Context: an optimization exercise on an open-source flow, tuned for small area, a short achievable clock period and few clock cycles. The choices shown serve that exercise and are no tape-out recipe. Function was checked by simulation only, so behaviour that the tests miss may differ from the original.

[flow/design.v]
`timescale 1ns / 1ps
module add (
    input  [15:0] a,
    output [14:0] mag
    );
    assign mag = a[15] ? (~a[14:0] + 15'd1) : a[14:0];
endmodule
`timescale 1ns / 1ps
module multiply (
    input  [7:0]  one,
    input  [7:0]  two,
    input  [6:0]  neg,
    input  [14:0] m,
    output [14:0] hi_a,
    output [14:0] hi_b,
    output        c_low
    );
    wire n0 = (((one[0] & m[0])) ^ neg[0]);
    wire n1 = (((one[0] & m[1]) | (two[0] & m[0])) ^ neg[0]);
    wire n2 = (((one[0] & m[2]) | (two[0] & m[1])) ^ neg[0]);
    wire n3 = (((one[0] & m[3]) | (two[0] & m[2])) ^ neg[0]);
    wire n4 = (((one[0] & m[4]) | (two[0] & m[3])) ^ neg[0]);
    wire n5 = (((one[0] & m[5]) | (two[0] & m[4])) ^ neg[0]);
    wire n6 = (((one[0] & m[6]) | (two[0] & m[5])) ^ neg[0]);
    wire n7 = (((one[0] & m[7]) | (two[0] & m[6])) ^ neg[0]);
    wire n8 = (((one[0] & m[8]) | (two[0] & m[7])) ^ neg[0]);
    wire n9 = (((one[0] & m[9]) | (two[0] & m[8])) ^ neg[0]);
    wire n10 = (((one[0] & m[10]) | (two[0] & m[9])) ^ neg[0]);
    wire n11 = (((one[0] & m[11]) | (two[0] & m[10])) ^ neg[0]);
    wire n12 = (((one[0] & m[12]) | (two[0] & m[11])) ^ neg[0]);
    wire n13 = (((one[0] & m[13]) | (two[0] & m[12])) ^ neg[0]);
    wire n14 = (((one[0] & m[14]) | (two[0] & m[13])) ^ neg[0]);
    wire n15 = (((two[0] & m[14])) ^ neg[0]);
    wire n16 = ~neg[0];
    wire n17 = (((one[1] & m[0])) ^ neg[1]);
    wire n18 = (((one[1] & m[1]) | (two[1] & m[0])) ^ neg[1]);
    wire n19 = (((one[1] & m[2]) | (two[1] & m[1])) ^ neg[1]);
    wire n20 = (((one[1] & m[3]) | (two[1] & m[2])) ^ neg[1]);
    wire n21 = (((one[1] & m[4]) | (two[1] & m[3])) ^ neg[1]);
    wire n22 = (((one[1] & m[5]) | (two[1] & m[4])) ^ neg[1]);
    wire n23 = (((one[1] & m[6]) | (two[1] & m[5])) ^ neg[1]);
    wire n24 = (((one[1] & m[7]) | (two[1] & m[6])) ^ neg[1]);
    wire n25 = (((one[1] & m[8]) | (two[1] & m[7])) ^ neg[1]);
    wire n26 = (((one[1] & m[9]) | (two[1] & m[8])) ^ neg[1]);
    wire n27 = (((one[1] & m[10]) | (two[1] & m[9])) ^ neg[1]);
    wire n28 = (((one[1] & m[11]) | (two[1] & m[10])) ^ neg[1]);
    wire n29 = (((one[1] & m[12]) | (two[1] & m[11])) ^ neg[1]);
    wire n30 = (((one[1] & m[13]) | (two[1] & m[12])) ^ neg[1]);
    wire n31 = (((one[1] & m[14]) | (two[1] & m[13])) ^ neg[1]);
    wire n32 = (((two[1] & m[14])) ^ neg[1]);
    wire n33 = ~neg[1];
    wire n34 = (((one[2] & m[0])) ^ neg[2]);
    wire n35 = (((one[2] & m[1]) | (two[2] & m[0])) ^ neg[2]);
    wire n36 = (((one[2] & m[2]) | (two[2] & m[1])) ^ neg[2]);
    wire n37 = (((one[2] & m[3]) | (two[2] & m[2])) ^ neg[2]);
    wire n38 = (((one[2] & m[4]) | (two[2] & m[3])) ^ neg[2]);
    wire n39 = (((one[2] & m[5]) | (two[2] & m[4])) ^ neg[2]);
    wire n40 = (((one[2] & m[6]) | (two[2] & m[5])) ^ neg[2]);
    wire n41 = (((one[2] & m[7]) | (two[2] & m[6])) ^ neg[2]);
    wire n42 = (((one[2] & m[8]) | (two[2] & m[7])) ^ neg[2]);
    wire n43 = (((one[2] & m[9]) | (two[2] & m[8])) ^ neg[2]);
    wire n44 = (((one[2] & m[10]) | (two[2] & m[9])) ^ neg[2]);
    wire n45 = (((one[2] & m[11]) | (two[2] & m[10])) ^ neg[2]);
    wire n46 = (((one[2] & m[12]) | (two[2] & m[11])) ^ neg[2]);
    wire n47 = (((one[2] & m[13]) | (two[2] & m[12])) ^ neg[2]);
    wire n48 = (((one[2] & m[14]) | (two[2] & m[13])) ^ neg[2]);
    wire n49 = (((two[2] & m[14])) ^ neg[2]);
    wire n50 = ~neg[2];
    wire n51 = (((one[3] & m[0])) ^ neg[3]);
    wire n52 = (((one[3] & m[1]) | (two[3] & m[0])) ^ neg[3]);
    wire n53 = (((one[3] & m[2]) | (two[3] & m[1])) ^ neg[3]);
    wire n54 = (((one[3] & m[3]) | (two[3] & m[2])) ^ neg[3]);
    wire n55 = (((one[3] & m[4]) | (two[3] & m[3])) ^ neg[3]);
    wire n56 = (((one[3] & m[5]) | (two[3] & m[4])) ^ neg[3]);
    wire n57 = (((one[3] & m[6]) | (two[3] & m[5])) ^ neg[3]);
    wire n58 = (((one[3] & m[7]) | (two[3] & m[6])) ^ neg[3]);
    wire n59 = (((one[3] & m[8]) | (two[3] & m[7])) ^ neg[3]);
    wire n60 = (((one[3] & m[9]) | (two[3] & m[8])) ^ neg[3]);
    wire n61 = (((one[3] & m[10]) | (two[3] & m[9])) ^ neg[3]);
    wire n62 = (((one[3] & m[11]) | (two[3] & m[10])) ^ neg[3]);
    wire n63 = (((one[3] & m[12]) | (two[3] & m[11])) ^ neg[3]);
    wire n64 = (((one[3] & m[13]) | (two[3] & m[12])) ^ neg[3]);
    wire n65 = (((one[3] & m[14]) | (two[3] & m[13])) ^ neg[3]);
    wire n66 = (((two[3] & m[14])) ^ neg[3]);
    wire n67 = ~neg[3];
    wire n68 = (((one[4] & m[0])) ^ neg[4]);
    wire n69 = (((one[4] & m[1]) | (two[4] & m[0])) ^ neg[4]);
    wire n70 = (((one[4] & m[2]) | (two[4] & m[1])) ^ neg[4]);
    wire n71 = (((one[4] & m[3]) | (two[4] & m[2])) ^ neg[4]);
    wire n72 = (((one[4] & m[4]) | (two[4] & m[3])) ^ neg[4]);
    wire n73 = (((one[4] & m[5]) | (two[4] & m[4])) ^ neg[4]);
    wire n74 = (((one[4] & m[6]) | (two[4] & m[5])) ^ neg[4]);
    wire n75 = (((one[4] & m[7]) | (two[4] & m[6])) ^ neg[4]);
    wire n76 = (((one[4] & m[8]) | (two[4] & m[7])) ^ neg[4]);
    wire n77 = (((one[4] & m[9]) | (two[4] & m[8])) ^ neg[4]);
    wire n78 = (((one[4] & m[10]) | (two[4] & m[9])) ^ neg[4]);
    wire n79 = (((one[4] & m[11]) | (two[4] & m[10])) ^ neg[4]);
    wire n80 = (((one[4] & m[12]) | (two[4] & m[11])) ^ neg[4]);
    wire n81 = (((one[4] & m[13]) | (two[4] & m[12])) ^ neg[4]);
    wire n82 = (((one[4] & m[14]) | (two[4] & m[13])) ^ neg[4]);
    wire n83 = (((two[4] & m[14])) ^ neg[4]);
    wire n84 = ~neg[4];
    wire n85 = (((one[5] & m[0])) ^ neg[5]);
    wire n86 = (((one[5] & m[1]) | (two[5] & m[0])) ^ neg[5]);
    wire n87 = (((one[5] & m[2]) | (two[5] & m[1])) ^ neg[5]);
    wire n88 = (((one[5] & m[3]) | (two[5] & m[2])) ^ neg[5]);
    wire n89 = (((one[5] & m[4]) | (two[5] & m[3])) ^ neg[5]);
    wire n90 = (((one[5] & m[5]) | (two[5] & m[4])) ^ neg[5]);
    wire n91 = (((one[5] & m[6]) | (two[5] & m[5])) ^ neg[5]);
    wire n92 = (((one[5] & m[7]) | (two[5] & m[6])) ^ neg[5]);
    wire n93 = (((one[5] & m[8]) | (two[5] & m[7])) ^ neg[5]);
    wire n94 = (((one[5] & m[9]) | (two[5] & m[8])) ^ neg[5]);
    wire n95 = (((one[5] & m[10]) | (two[5] & m[9])) ^ neg[5]);
    wire n96 = (((one[5] & m[11]) | (two[5] & m[10])) ^ neg[5]);
    wire n97 = (((one[5] & m[12]) | (two[5] & m[11])) ^ neg[5]);
    wire n98 = (((one[5] & m[13]) | (two[5] & m[12])) ^ neg[5]);
    wire n99 = (((one[5] & m[14]) | (two[5] & m[13])) ^ neg[5]);
    wire n100 = (((two[5] & m[14])) ^ neg[5]);
    wire n101 = ~neg[5];
    wire n102 = (((one[6] & m[0])) ^ neg[6]);
    wire n103 = (((one[6] & m[1]) | (two[6] & m[0])) ^ neg[6]);
    wire n104 = (((one[6] & m[2]) | (two[6] & m[1])) ^ neg[6]);
    wire n105 = (((one[6] & m[3]) | (two[6] & m[2])) ^ neg[6]);
    wire n106 = (((one[6] & m[4]) | (two[6] & m[3])) ^ neg[6]);
    wire n107 = (((one[6] & m[5]) | (two[6] & m[4])) ^ neg[6]);
    wire n108 = (((one[6] & m[6]) | (two[6] & m[5])) ^ neg[6]);
    wire n109 = (((one[6] & m[7]) | (two[6] & m[6])) ^ neg[6]);
    wire n110 = (((one[6] & m[8]) | (two[6] & m[7])) ^ neg[6]);
    wire n111 = (((one[6] & m[9]) | (two[6] & m[8])) ^ neg[6]);
    wire n112 = (((one[6] & m[10]) | (two[6] & m[9])) ^ neg[6]);
    wire n113 = (((one[6] & m[11]) | (two[6] & m[10])) ^ neg[6]);
    wire n114 = (((one[6] & m[12]) | (two[6] & m[11])) ^ neg[6]);
    wire n115 = (((one[6] & m[13]) | (two[6] & m[12])) ^ neg[6]);
    wire n116 = (((one[6] & m[14]) | (two[6] & m[13])) ^ neg[6]);
    wire n117 = (((two[6] & m[14])) ^ neg[6]);
    wire n118 = ~neg[6];
    wire n119 = ((one[7] & m[0]));
    wire n120 = ((one[7] & m[1]) | (two[7] & m[0]));
    wire n121 = ((one[7] & m[2]) | (two[7] & m[1]));
    wire n122 = ((one[7] & m[3]) | (two[7] & m[2]));
    wire n123 = ((one[7] & m[4]) | (two[7] & m[3]));
    wire n124 = ((one[7] & m[5]) | (two[7] & m[4]));
    wire n125 = ((one[7] & m[6]) | (two[7] & m[5]));
    wire n126 = ((one[7] & m[7]) | (two[7] & m[6]));
    wire n127 = ((one[7] & m[8]) | (two[7] & m[7]));
    wire n128 = ((one[7] & m[9]) | (two[7] & m[8]));
    wire n129 = ((one[7] & m[10]) | (two[7] & m[9]));
    wire n130 = ((one[7] & m[11]) | (two[7] & m[10]));
    wire n131 = ((one[7] & m[12]) | (two[7] & m[11]));
    wire n132 = ((one[7] & m[13]) | (two[7] & m[12]));
    wire n133 = ((one[7] & m[14]) | (two[7] & m[13]));
    wire n134 = ((two[7] & m[14]));
    wire n135 = ~n16;
    wire n136 = ~n16;
    wire n137 = ~n124;
    wire n138 = ~n126;
    wire n139 = ~n128;
    wire n140 = ~n130;
    wire s141, c141;
    assign s141 = neg[5] ^ n10;
    assign c141 = neg[5] & n10;
    wire s142, c142;
    assign s142 = n11 ^ n26;
    assign c142 = n11 & n26;
    wire s143, c143;
    assign s143 = neg[6] ^ n102 ^ n12;
    assign c143 = (neg[6] & n102) | (neg[6] & n12) | (n102 & n12);
    wire s144, c144;
    assign s144 = n27 ^ n42;
    assign c144 = n27 & n42;
    wire s145, c145;
    assign s145 = n103 ^ n13 ^ n28;
    assign c145 = (n103 & n13) | (n103 & n28) | (n13 & n28);
    wire s146, c146;
    assign s146 = n43 ^ n58;
    assign c146 = n43 & n58;
    wire s147, c147;
    assign s147 = n119 ^ n104 ^ n14;
    assign c147 = (n119 & n104) | (n119 & n14) | (n104 & n14);
    wire s148, c148;
    assign s148 = n29 ^ n44 ^ n59;
    assign c148 = (n29 & n44) | (n29 & n59) | (n44 & n59);
    wire s149, c149;
    assign s149 = n120 ^ n105 ^ n15;
    assign c149 = (n120 & n105) | (n120 & n15) | (n105 & n15);
    wire s150, c150;
    assign s150 = n30 ^ n45 ^ n60;
    assign c150 = (n30 & n45) | (n30 & n60) | (n45 & n60);
    wire s151, c151;
    assign s151 = n135 ^ n121 ^ n106;
    assign c151 = (n135 & n121) | (n135 & n106) | (n121 & n106);
    wire s152, c152;
    assign s152 = n31 ^ n46 ^ n61;
    assign c152 = (n31 & n46) | (n31 & n61) | (n46 & n61);
    wire s153, c153;
    assign s153 = n136 ^ n122 ^ n107;
    assign c153 = (n136 & n122) | (n136 & n107) | (n122 & n107);
    wire s154, c154;
    assign s154 = n32 ^ n47 ^ n62;
    assign c154 = (n32 & n47) | (n32 & n62) | (n47 & n62);
    wire s155, c155;
    assign s155 = n16 ^ n33 ^ n123;
    assign c155 = (n16 & n33) | (n16 & n123) | (n33 & n123);
    wire s156, c156;
    assign s156 = n108 ^ n48 ^ n63;
    assign c156 = (n108 & n48) | (n108 & n63) | (n48 & n63);
    wire s157, c157;
    assign s157 = n137 ^ n109 ^ n49;
    assign c157 = (n137 & n109) | (n137 & n49) | (n109 & n49);
    wire s158, c158;
    assign s158 = n50 ^ n124 ^ n125;
    assign c158 = (n50 & n124) | (n50 & n125) | (n124 & n125);
    wire s159, c159;
    assign s159 = neg[3] ^ n21;
    assign c159 = neg[3] & n21;
    wire s160, c160;
    assign s160 = n22 ^ n37;
    assign c160 = n22 & n37;
    wire s161, c161;
    assign s161 = neg[4] ^ n23 ^ n38;
    assign c161 = (neg[4] & n23) | (neg[4] & n38) | (n23 & n38);
    wire s162, c162;
    assign s162 = n53 ^ n68;
    assign c162 = n53 & n68;
    wire s163, c163;
    assign s163 = n24 ^ n39 ^ n54;
    assign c163 = (n24 & n39) | (n24 & n54) | (n39 & n54);
    wire s164, c164;
    assign s164 = n69 ^ n9;
    assign c164 = n69 & n9;
    wire s165, c165;
    assign s165 = n25 ^ n40 ^ n55;
    assign c165 = (n25 & n40) | (n25 & n55) | (n40 & n55);
    wire s166, c166;
    assign s166 = n70 ^ n85 ^ s141;
    assign c166 = (n70 & n85) | (n70 & s141) | (n85 & s141);
    wire s167, c167;
    assign s167 = n41 ^ n56 ^ n71;
    assign c167 = (n41 & n56) | (n41 & n71) | (n56 & n71);
    wire s168, c168;
    assign s168 = n86 ^ c141 ^ s142;
    assign c168 = (n86 & c141) | (n86 & s142) | (c141 & s142);
    wire s169, c169;
    assign s169 = n57 ^ n72 ^ n87;
    assign c169 = (n57 & n72) | (n57 & n87) | (n72 & n87);
    wire s170, c170;
    assign s170 = c142 ^ s143 ^ s144;
    assign c170 = (c142 & s143) | (c142 & s144) | (s143 & s144);
    wire s171, c171;
    assign s171 = n73 ^ n88 ^ c143;
    assign c171 = (n73 & n88) | (n73 & c143) | (n88 & c143);
    wire s172, c172;
    assign s172 = c144 ^ s145 ^ s146;
    assign c172 = (c144 & s145) | (c144 & s146) | (s145 & s146);
    wire s173, c173;
    assign s173 = n74 ^ n89 ^ c145;
    assign c173 = (n74 & n89) | (n74 & c145) | (n89 & c145);
    wire s174, c174;
    assign s174 = c146 ^ s147 ^ s148;
    assign c174 = (c146 & s147) | (c146 & s148) | (s147 & s148);
    wire s175, c175;
    assign s175 = n75 ^ n90 ^ c147;
    assign c175 = (n75 & n90) | (n75 & c147) | (n90 & c147);
    wire s176, c176;
    assign s176 = c148 ^ s149 ^ s150;
    assign c176 = (c148 & s149) | (c148 & s150) | (s149 & s150);
    wire s177, c177;
    assign s177 = n76 ^ n91 ^ c149;
    assign c177 = (n76 & n91) | (n76 & c149) | (n91 & c149);
    wire s178, c178;
    assign s178 = c150 ^ s151 ^ s152;
    assign c178 = (c150 & s151) | (c150 & s152) | (s151 & s152);
    wire s179, c179;
    assign s179 = n77 ^ n92 ^ c151;
    assign c179 = (n77 & n92) | (n77 & c151) | (n92 & c151);
    wire s180, c180;
    assign s180 = c152 ^ s153 ^ s154;
    assign c180 = (c152 & s153) | (c152 & s154) | (s153 & s154);
    wire s181, c181;
    assign s181 = n78 ^ n93 ^ s155;
    assign c181 = (n78 & n93) | (n78 & s155) | (n93 & s155);
    wire s182, c182;
    assign s182 = c153 ^ c154 ^ s156;
    assign c182 = (c153 & c154) | (c153 & s156) | (c154 & s156);
    wire s183, c183;
    assign s183 = n64 ^ n79 ^ n94;
    assign c183 = (n64 & n79) | (n64 & n94) | (n79 & n94);
    wire s184, c184;
    assign s184 = c155 ^ c156 ^ s157;
    assign c184 = (c155 & c156) | (c155 & s157) | (c156 & s157);
    wire s185, c185;
    assign s185 = n110 ^ n65 ^ n80;
    assign c185 = (n110 & n65) | (n110 & n80) | (n65 & n80);
    wire s186, c186;
    assign s186 = n95 ^ s158 ^ c157;
    assign c186 = (n95 & s158) | (n95 & c157) | (s158 & c157);
    wire s187, c187;
    assign s187 = n138 ^ n111 ^ n66;
    assign c187 = (n138 & n111) | (n138 & n66) | (n111 & n66);
    wire s188, c188;
    assign s188 = n81 ^ n96 ^ c158;
    assign c188 = (n81 & n96) | (n81 & c158) | (n96 & c158);
    wire s189, c189;
    assign s189 = n67 ^ n126 ^ n127;
    assign c189 = (n67 & n126) | (n67 & n127) | (n126 & n127);
    wire s190, c190;
    assign s190 = n112 ^ n82 ^ n97;
    assign c190 = (n112 & n82) | (n112 & n97) | (n82 & n97);
    wire s191, c191;
    assign s191 = n139 ^ n113 ^ n83;
    assign c191 = (n139 & n113) | (n139 & n83) | (n113 & n83);
    wire s192, c192;
    assign s192 = n84 ^ n128 ^ n129;
    assign c192 = (n84 & n128) | (n84 & n129) | (n128 & n129);
    wire s193, c193;
    assign s193 = neg[2] ^ n19;
    assign c193 = neg[2] & n19;
    wire s194, c194;
    assign s194 = n20 ^ n35;
    assign c194 = n20 & n35;
    wire s195, c195;
    assign s195 = n36 ^ n51 ^ n6;
    assign c195 = (n36 & n51) | (n36 & n6) | (n51 & n6);
    wire s196, c196;
    assign s196 = n52 ^ n7 ^ c159;
    assign c196 = (n52 & n7) | (n52 & c159) | (n7 & c159);
    wire s197, c197;
    assign s197 = n8 ^ c160 ^ s161;
    assign c197 = (n8 & c160) | (n8 & s161) | (c160 & s161);
    wire s198, c198;
    assign s198 = c161 ^ c162 ^ s163;
    assign c198 = (c161 & c162) | (c161 & s163) | (c162 & s163);
    wire s199, c199;
    assign s199 = c163 ^ c164 ^ s165;
    assign c199 = (c163 & c164) | (c163 & s165) | (c164 & s165);
    wire s200, c200;
    assign s200 = c165 ^ s167 ^ c166;
    assign c200 = (c165 & s167) | (c165 & c166) | (s167 & c166);
    wire s201, c201;
    assign s201 = c167 ^ s169 ^ c168;
    assign c201 = (c167 & s169) | (c167 & c168) | (s169 & c168);
    wire s202, c202;
    assign s202 = c169 ^ c170 ^ s171;
    assign c202 = (c169 & c170) | (c169 & s171) | (c170 & s171);
    wire s203, c203;
    assign s203 = c171 ^ c172 ^ s173;
    assign c203 = (c171 & c172) | (c171 & s173) | (c172 & s173);
    wire s204, c204;
    assign s204 = c173 ^ c174 ^ s175;
    assign c204 = (c173 & c174) | (c173 & s175) | (c174 & s175);
    wire s205, c205;
    assign s205 = c175 ^ c176 ^ s177;
    assign c205 = (c175 & c176) | (c175 & s177) | (c176 & s177);
    wire s206, c206;
    assign s206 = c177 ^ c178 ^ s179;
    assign c206 = (c177 & c178) | (c177 & s179) | (c178 & s179);
    wire s207, c207;
    assign s207 = s181 ^ c179 ^ c180;
    assign c207 = (s181 & c179) | (s181 & c180) | (c179 & c180);
    wire s208, c208;
    assign s208 = s183 ^ c181 ^ c182;
    assign c208 = (s183 & c181) | (s183 & c182) | (c181 & c182);
    wire s209, c209;
    assign s209 = c183 ^ s185 ^ c184;
    assign c209 = (c183 & s185) | (c183 & c184) | (s185 & c184);
    wire s210, c210;
    assign s210 = c185 ^ s187 ^ s188;
    assign c210 = (c185 & s187) | (c185 & s188) | (s187 & s188);
    wire s211, c211;
    assign s211 = s189 ^ c187 ^ s190;
    assign c211 = (s189 & c187) | (s189 & s190) | (c187 & s190);
    wire s212, c212;
    assign s212 = n98 ^ c189 ^ c190;
    assign c212 = (n98 & c189) | (n98 & c190) | (c189 & c190);
    wire s213, c213;
    assign s213 = n114 ^ n99 ^ s192;
    assign c213 = (n114 & n99) | (n114 & s192) | (n99 & s192);
    wire s214, c214;
    assign s214 = n140 ^ n100 ^ n115;
    assign c214 = (n140 & n100) | (n140 & n115) | (n100 & n115);
    wire s215, c215;
    assign s215 = n101 ^ n130 ^ n131;
    assign c215 = (n101 & n130) | (n101 & n131) | (n130 & n131);
    wire s216, c216;
    assign s216 = neg[1] ^ n17;
    assign c216 = neg[1] & n17;
    wire s217, c217;
    assign s217 = n18 ^ n3;
    assign c217 = n18 & n3;
    wire s218, c218;
    assign s218 = n34 ^ n4 ^ s193;
    assign c218 = (n34 & n4) | (n34 & s193) | (n4 & s193);
    wire s219, c219;
    assign s219 = n5 ^ c193 ^ s194;
    assign c219 = (n5 & c193) | (n5 & s194) | (c193 & s194);
    wire s220, c220;
    assign s220 = c194 ^ s159 ^ s195;
    assign c220 = (c194 & s159) | (c194 & s195) | (s159 & s195);
    wire s221, c221;
    assign s221 = c195 ^ s160 ^ s196;
    assign c221 = (c195 & s160) | (c195 & s196) | (s160 & s196);
    wire s222, c222;
    assign s222 = s162 ^ c196 ^ s197;
    assign c222 = (s162 & c196) | (s162 & s197) | (c196 & s197);
    wire s223, c223;
    assign s223 = s164 ^ c197 ^ s198;
    assign c223 = (s164 & c197) | (s164 & s198) | (c197 & s198);
    wire s224, c224;
    assign s224 = c198 ^ s166 ^ s199;
    assign c224 = (c198 & s166) | (c198 & s199) | (s166 & s199);
    wire s225, c225;
    assign s225 = c199 ^ s168 ^ s200;
    assign c225 = (c199 & s168) | (c199 & s200) | (s168 & s200);
    wire s226, c226;
    assign s226 = s170 ^ c200 ^ s201;
    assign c226 = (s170 & c200) | (s170 & s201) | (c200 & s201);
    wire s227, c227;
    assign s227 = s172 ^ c201 ^ s202;
    assign c227 = (s172 & c201) | (s172 & s202) | (c201 & s202);
    wire s228, c228;
    assign s228 = s174 ^ c202 ^ s203;
    assign c228 = (s174 & c202) | (s174 & s203) | (c202 & s203);
    wire s229, c229;
    assign s229 = s176 ^ c203 ^ s204;
    assign c229 = (s176 & c203) | (s176 & s204) | (c203 & s204);
    wire s230, c230;
    assign s230 = s178 ^ c204 ^ s205;
    assign c230 = (s178 & c204) | (s178 & s205) | (c204 & s205);
    wire s231, c231;
    assign s231 = s180 ^ c205 ^ s206;
    assign c231 = (s180 & c205) | (s180 & s206) | (c205 & s206);
    wire s232, c232;
    assign s232 = s182 ^ c206 ^ s207;
    assign c232 = (s182 & c206) | (s182 & s207) | (c206 & s207);
    wire s233, c233;
    assign s233 = s184 ^ c207 ^ s208;
    assign c233 = (s184 & c207) | (s184 & s208) | (c207 & s208);
    wire s234, c234;
    assign s234 = s186 ^ c208 ^ s209;
    assign c234 = (s186 & c208) | (s186 & s209) | (c208 & s209);
    wire s235, c235;
    assign s235 = c186 ^ s210 ^ c209;
    assign c235 = (c186 & s210) | (c186 & c209) | (s210 & c209);
    wire s236, c236;
    assign s236 = c188 ^ s211 ^ c210;
    assign c236 = (c188 & s211) | (c188 & c210) | (s211 & c210);
    wire s237, c237;
    assign s237 = s191 ^ c211 ^ s212;
    assign c237 = (s191 & c211) | (s191 & s212) | (c211 & s212);
    wire s238, c238;
    assign s238 = c191 ^ s213 ^ c212;
    assign c238 = (c191 & s213) | (c191 & c212) | (s213 & c212);
    wire s239, c239;
    assign s239 = c192 ^ s214 ^ c213;
    assign c239 = (c192 & s214) | (c192 & c213) | (s214 & c213);
    wire s240, c240;
    assign s240 = n116 ^ s215 ^ c214;
    assign c240 = (n116 & s215) | (n116 & c214) | (s215 & c214);
    wire [11:0] lo_a = {c224, c223, c222, c221, c220, c219, c218, c217, c216, s216, n1, neg[0]};
    wire [11:0] lo_b = {s225, s224, s223, s222, s221, s220, s219, s218, s217, n2, 1'b0, n0};
    wire [12:0] lo_s = lo_a + lo_b;
    assign c_low = lo_s[12];
    assign hi_a = {c239, c238, c237, c236, c235, c234, c233, c232, c231, c230, c229, c228, c227, c226, c225};
    assign hi_b = {s240, s239, s238, s237, s236, s235, s234, s233, s232, s231, s230, s229, s228, s227, s226};
endmodule
`timescale 1ns / 1ps
module mac_unit (
    input  [14:0] hi_a,
    input  [14:0] hi_b,
    input         c_low,
    input         s,
    input  [15:0] tem3,
    output [15:0] result
    );
    wire [15:0] t = hi_a + hi_b + c_low;
    wire [14:0] q = t[14:0];
    wire        z = ~|q;
    wire [15:0] f = {s, q ^ {15{s}}};
    wire [15:0] sum = tem3 + f + {15'd0, s};
    assign result = {sum[15] ^ (s & z), sum[14:0]};
endmodule
`timescale 1ns / 1ps
module shift_reg #(
    parameter WIDTH = 16,
    parameter SIZE = 7)(
    input clk,
    input [WIDTH - 1:0] d,
    output [WIDTH - 1:0] out
    );
    reg [WIDTH - 1:0] sr [SIZE - 1:0];
    generate
        genvar i;
        for(i = 0; i < SIZE; i = i + 1) begin: STAGE
            if(i == 0) begin: FIRST
                always@(posedge clk)
                    sr[i] <= d;
            end
            else begin: NEXT
                always@(posedge clk)
                    sr[i] <= sr[i - 1];
            end
        end
    endgenerate
    assign out = sr[SIZE - 1];
endmodule
`timescale 1ns / 1ps
module conv_layer #(
    parameter activation_map = 9'h00a,
    parameter kernel = 9'h003,
    parameter stride = 1,
    parameter total_bits = 16,
    parameter fraction_bits = 12)(
    input clk,
    input calculate,
    input reset,
    input [total_bits - 1:0] activation,
    input [(kernel * kernel)*16 - 1:0] weight,
    output [total_bits - 1:0] conv_op,
    output valid_conv,
    output end_layer
    );
    reg [9*15 - 1:0] wm;
    reg [8:0] ws;
    genvar m;
    generate
        for (m = 0; m < 9; m = m + 1) begin: W
            wire [14:0] mag;
            add MAG(.a(weight[16*m +: 16]), .mag(mag));
            always @(posedge clk) begin
                wm[15*m +: 15] <= mag;
                ws[m] <= weight[16*m + 15];
            end
        end
    endgenerate
    wire [15:0] x = activation;
    wire [16:0] xe = {x, 1'b0};
    wire xz = (x == 16'h8000);
    wire [7:0] one_d, two_d, neg_d;
    genvar j;
    generate
        for (j = 0; j < 8; j = j + 1) begin: ENC
            wire b2 = xe[2*j + 2];
            wire b1 = xe[2*j + 1];
            wire b0 = xe[2*j];
            assign one_d[j] = (b1 ^ b0) & ~xz;
            assign two_d[j] = ((b2 & ~b1 & ~b0) | (~b2 & b1 & b0)) & ~xz;
            assign neg_d[j] = b2 ^ x[15];
        end
    endgenerate
    reg [7:0] px_one, px_two;
    reg [6:0] px_neg;
    reg sx1, sx2;
    always @(posedge clk) begin
        px_one <= one_d;
        px_two <= two_d;
        px_neg <= neg_d[6:0];
        sx1 <= x[15];
        sx2 <= sx1;
    end
    reg [9*15 - 1:0] pa, pb;
    reg [8:0] pc;
    genvar i;
    generate
        for (i = 0; i < 9; i = i + 1) begin: MUL
            wire [14:0] hi_a, hi_b;
            wire c_low;
            multiply M(.one(px_one), .two(px_two), .neg(px_neg),
                       .m(wm[15*i +: 15]), .hi_a(hi_a), .hi_b(hi_b), .c_low(c_low));
            always @(posedge clk) begin
                pa[15*i +: 15] <= hi_a;
                pb[15*i +: 15] <= hi_b;
                pc[i] <= c_low;
            end
        end
    endgenerate
    reg [9*16 - 1:0] acc;
    wire [10*16 - 1:0] tmp;
    assign tmp[15:0] = 16'h0000;
    generate
        for (i = 0; i < 9; i = i + 1) begin: MAC
            wire [15:0] res;
            mac_unit U(.hi_a(pa[15*i +: 15]), .hi_b(pb[15*i +: 15]), .c_low(pc[i]),
                       .s(sx2 ^ ws[i]), .tem3(tmp[16*i +: 16]), .result(res));
            always @(posedge clk)
                acc[16*i +: 16] <= res;
            if (i == 2 || i == 5) begin: ROWEND
                shift_reg #(.WIDTH(16), .SIZE(7)) SR(.clk(clk), .d(acc[16*i +: 16]),
                                                    .out(tmp[16*(i+1) +: 16]));
            end
            else begin: INNER
                assign tmp[16*(i+1) +: 16] = acc[16*i +: 16];
            end
        end
    endgenerate
    assign conv_op = acc[16*8 +: 16];
    function win;
        input [6:0] n;
        integer r;
        begin
            win = 1'b0;
            for (r = 0; r < 8; r = r + 1)
                if (n >= 24 + 10*r && n <= 31 + 10*r)
                    win = 1'b1;
        end
    endfunction
    reg [6:0] cnt;
    reg valid_r, end_r;
    always @(posedge clk, posedge reset) begin
        if (reset) begin
            cnt <= 7'd0;
            valid_r <= 1'b0;
            end_r <= 1'b0;
        end
        else begin
            if (calculate && !end_r)
                cnt <= cnt + 7'd1;
            valid_r <= calculate && !end_r && win(cnt);
            if (calculate && cnt == 7'd101)
                end_r <= 1'b1;
        end
    end
    assign valid_conv = valid_r;
    assign end_layer = end_r;
endmodule
[flow/run.sh]
#!/bin/bash
# synth_recipe.tcl (not shown) runs the flow's synth.tcl, then flattens the netlist and writes it again
# the make line also repeats each setting of config.mk as NAME=value (left out here)
make -C /OpenROAD-flow-scripts/flow DESIGN_CONFIG=/design/flow/config.mk WORK_HOME=/design/flow/orfs CLKGATE_MAP_FILE= SYNTH_SCRIPT=/design/flow/synth_recipe.tcl finish
[flow/config.mk]
export PLATFORM = sky130hd
export DESIGN_NAME = conv_layer
export DESIGN_NICKNAME = conv_layer
export VERILOG_FILES = /design/flow/design.v
export SDC_FILE = /design/flow/constraint.sdc
export NUM_CORES = 4
export LEC_CHECK = 0
export CAP_MARGIN = 20
export CORE_MARGIN = 2
export CORE_UTILIZATION = 40
export SLEW_MARGIN = 20
[flow/constraint.sdc]
create_clock -name core_clock -period 12.0 [get_ports {clk}]
set_input_delay 2.4000 -clock core_clock [delete_from_list [all_inputs] [get_ports {clk}]]
set_output_delay 2.4000 -clock core_clock [all_outputs]
set_load 0.01 [all_outputs]
==> reports/summary.json <==
{
  "status": {"value": "finished clean"},
  "track_usage": {"value": 0.218},
  "setup_viol_count_final": {"value": 0},
  "cts.sink_count": {"value": 825},
  "flow.area_growth_from_synthesis": {"value": 9.49, "unit": "%"},
  "design.core.area": {"value": 0.180, "unit": "mm²"},
  "drt_iter0_drc": {"value": 3942},
  "clock_tree_from_tritoncts": {"value": "yes"},
  "critical-path-slowest-cell": {"value": "dfxtp_4"},
  "setup-tns-final": {"value": 0, "unit": "ps"},
  "synth_top_area_share": {"value": 0.226},
  "finClkSkew": {"value": 58.7, "unit": "ps"},
  "syn_nets": {"value": 8845},
  "drv_cap": {"value": 0},
  "grt_pass1_vias": {"value": 56300},
  "drtPass1Iterations": {"value": 8},
  "hold_viol": {"value": 0},
  "cts_buffer_depth": {"value": 3},
  "path_max_fanout": {"value": 50},
  "achievable-frequency": {"value": 0.190, "unit": "GHz"},
  "dr_total_vias": {"value": 53600},
  "synth.lib_cells_used.distinct": {"value": 78},
  "floorplan.initialDensity": {"value": 0.401},
  "routabilityCongestion": {"value": 0.864},
  "max_slew.worst_pin.slew": {"value": 1190, "unit": "ps"},
  "totalWireLength": {"value": 203000, "unit": "µm"},
  "grt_antenna_before_repair": {"value": 1},
  "drive_gt1_frac": {"value": 0.0464},
  "post-synth-top-area-cell": {"value": "dfxtp_1"},
  "worstPathCellList": {"value": "buf_4, buf_4, xor2_1, fa_1, fa_1, inv_1, fa_1, ha_1, a21o_1, a21oi_1, o211ai_1"},
  "synthesized_netlist_cell_count": {"value": 7452},
  "detail_route.wl_per_cell": {"value": 20.9, "unit": "µm"},
  "cts.root.buffer_cell": {"value": "clkbuf_16"},
  "cpMostUsedCell": {"value": "fa_1"},
  "crit_required": {"value": 12650, "unit": "ps"},
  "number_of_flops_mapped_to_enable_cells_by_yosys": {"value": 0},
  "design.portCount": {"value": 181},
  "post-cts-setup-buffer-count": {"value": 0},
  "critPathCaptureType": {"value": "register"},
  "period_minus_slack": {"value": 5250, "unit": "ps"},
  "cts.repair.resized": {"value": 0},
  "layout_commonest_cell": {"value": "xnor2_1"},
  "yosys-top-cells-area": {"value": "dfxtp_1 (23%), fa_1 (22%), xnor2_1 (13%)"},
  "cts-htree-levels": {"value": 3},
  "die-area": {"value": 0.184, "unit": "mm²"},
  "report.final.slew_viol_count": {"value": 0},
  "vias_per_cell": {"value": 5.54},
  "postRouteAntennaNets": {"value": 0},
  "fp.dieH": {"value": 429, "unit": "µm"},
  "yosys_warnings": {"value": 3},
  "clk_pin_slew": {"value": 70, "unit": "ps"},
  "worst_path_largest_cell_delay": {"value": 890, "unit": "ps"},
  "hold_path.class": {"value": "reg -> reg"},
  "synth-async-reset-ratio": {"value": 0.0109},
  "slew_headroom": {"value": 0.209},
  "post-dp-hpwl": {"value": 137000, "unit": "µm"},
  "synth_seq_cells": {"value": 825},
  "grt_overflow_total": {"value": 0},
  "syn_area_per_cell": {"value": 9.71, "unit": "µm²"},
  "dp_cells": {"value": 9507},
  "first_pass_grt_wire_length": {"value": 320000, "unit": "µm"},
  "core.rowCount": {"value": 156},
  "final_cell_mix": {"value": "xnor2_1 (1056), a22oi_1 (928), inv_1 (867)"},
  "cts_hold_repair.buffers": {"value": 0},
  "stdcell_count": {"value": 9685},
  "number_of_buffers_created_by_cts": {"value": 95},
  "worstSetupPathType": {"value": "reg -> reg"},
  "worstSkewPairLatency": {"value": 780, "unit": "ps"},
  "synth_ff_type": {"value": "dfxtp_1"},
  "fin_worst_hold_slack": {"value": 323, "unit": "ps"},
  "die-width": {"value": 429, "unit": "µm"},
  "layout.core_utilization": {"value": 0.439},
  "ys_seq_area_frac": {"value": 0.229},
  "post-route-drc-count": {"value": 0},
  "unrepaired_setup_endpoints_after_global_routing": {"value": "no"},
  "port_buffers": {"value": 180},
  "cell_area_after_synthesis": {"value": 0.0724, "unit": "mm²"},
  "timing.final.crit_share": {"value": 0.438},
  "final_nets": {"value": 8627},
  "grt_start_max_net_pins": {"value": 104},
  "crit_arrival": {"value": 5900, "unit": "ps"},
  "critical_path.startpoint_type": {"value": "register"}
}
critical path: cells and delay by family (launching register included):
| kind | cells | cell delay, ps |
|---|---|---|
| flops | 1 | 890 |
| fa+ha+maj | 4 | 1840 |
| buf+inv | 3 | 1650 |
| compound gates | 3 | 420 |
| xor+xnor | 1 | 260 |
path summary, 6_finish.rpt:
path                                                 start                    endpoint  slack, ps  depth (start not counted)
min in group asynchronous                            reset                      cnt[3]       1900                          2
worst max register to register                   px_neg[2]                       pc[0]       6750                         11
worst max-delay path                             px_neg[2]                       pc[0]       6750                         11
worst min register to register  MAC[2].ROWEND.SR.sr[3][15]  MAC[2].ROWEND.SR.sr[4][15]        320                          0
max in group asynchronous                            reset                      cnt[6]       9840                          2
worst min-delay path            MAC[2].ROWEND.SR.sr[3][15]  MAC[2].ROWEND.SR.sr[4][15]        320                          0
layout make-up:
class | count | area (µm²)
Fill cell | 17200 | 101000
Multi-Input combinational cell | 5154 | 50300
Sequential cell | 825 | 16600
Inverter | 871 | 3280
Tap cell | 2370 | 2970
Timing Repair Buffer | 287 | 2620
Clock buffer | 121 | 2620
Clock inverter | 53 | 800
Antenna cell | 4 | 10.0
cells by family (layout without fill, tap and decap cells):
group                      Yosys count  count (layout)  share of synthesized area
buffers and inverters             1473            1332                     0.0765
and+or+nand+nor                    716             716                     0.0487
muxes                               17              17                    0.00242
other                                0               4                          0
DFF                                825             825                      0.229
adders and majority gates         1230            1230                      0.295
AOI/OAI and AO/OA                 1687            1687                      0.166
xor gates and xnor gates          1504            1504                      0.183
flip-flops by register name, summed over array words and instances, names as in the netlist:
name,count
ws,9
px_two,8
pc,9
px_one,8
end_r,1
MAC.ROWEND.SR.sr,224
px_neg,7
wm,135
sx2,1
acc,144
sx1,1
pa,135
pb,135
valid_r,1
cnt,7
per-stage QoR:
| stage | instance area (µm²) | setup WS, ps |
|---|---|---|
| final | 79300 | 6750 |
| after global routing | 79300 | 6570 |
| after CTS | 79200 | 6800 |
| after detailed placement | 75800 | 6750 |
| after global placement | 75800 | 6800 |
| after floorplan | 72400 | 6330 |
per-layer routing:
layer | GRT usage | up-vias | share of wire
met2 | 0.361 | 2124 | 0.47
met5 | 0 | - | 0
met3 | 0.0400 | 409 | 0.072
met1 | 0.285 | 26700 | 0.43
li1 | - | 24400 | -
met4 | 0.0718 | 0 | 0.029
synthesized netlist by cell type (all sizes together) (144+ instances only):
cell type	count
inv	871
nand2	218
ha	439
dfxtp	816
a21oi	189
clkbuf	458
nor2	158
xnor2	1059
buf	144
o21ai	150
a22oi	928
fa	791
xor2	444
Testbench counts, summed over its fixed seeds: cycles 8,240.

==> re-timing with driven ports <==
Ports are ideal in the flow. The routed layout listed here was re-timed in OpenROAD. Step 1, drivers: a clkbuf_16 drives clk and a buf_2 each remaining input, both assumed. Step 2 moves the port delays by t, midway between the first and last clock arrival at a register: inputs arrive t later, outputs are due t later. That takes back most of the time a late clock gives input paths. a / b / c = ideal / step 1 / step 2; a / b = the first two.
t (ns): 0.832
slack for setup (ns): 6.748 / 6.748 / 6.748
worst setup path at the end: register to register
worst register clock-pin slew, ns: 0.07 / 0.07
worst data-port slew with drivers (ns): 0.05
After both steps setup and hold are still met in this run. The setup slack of this run moves by 0.000 ns with the drivers and by 0.000 ns with both steps.
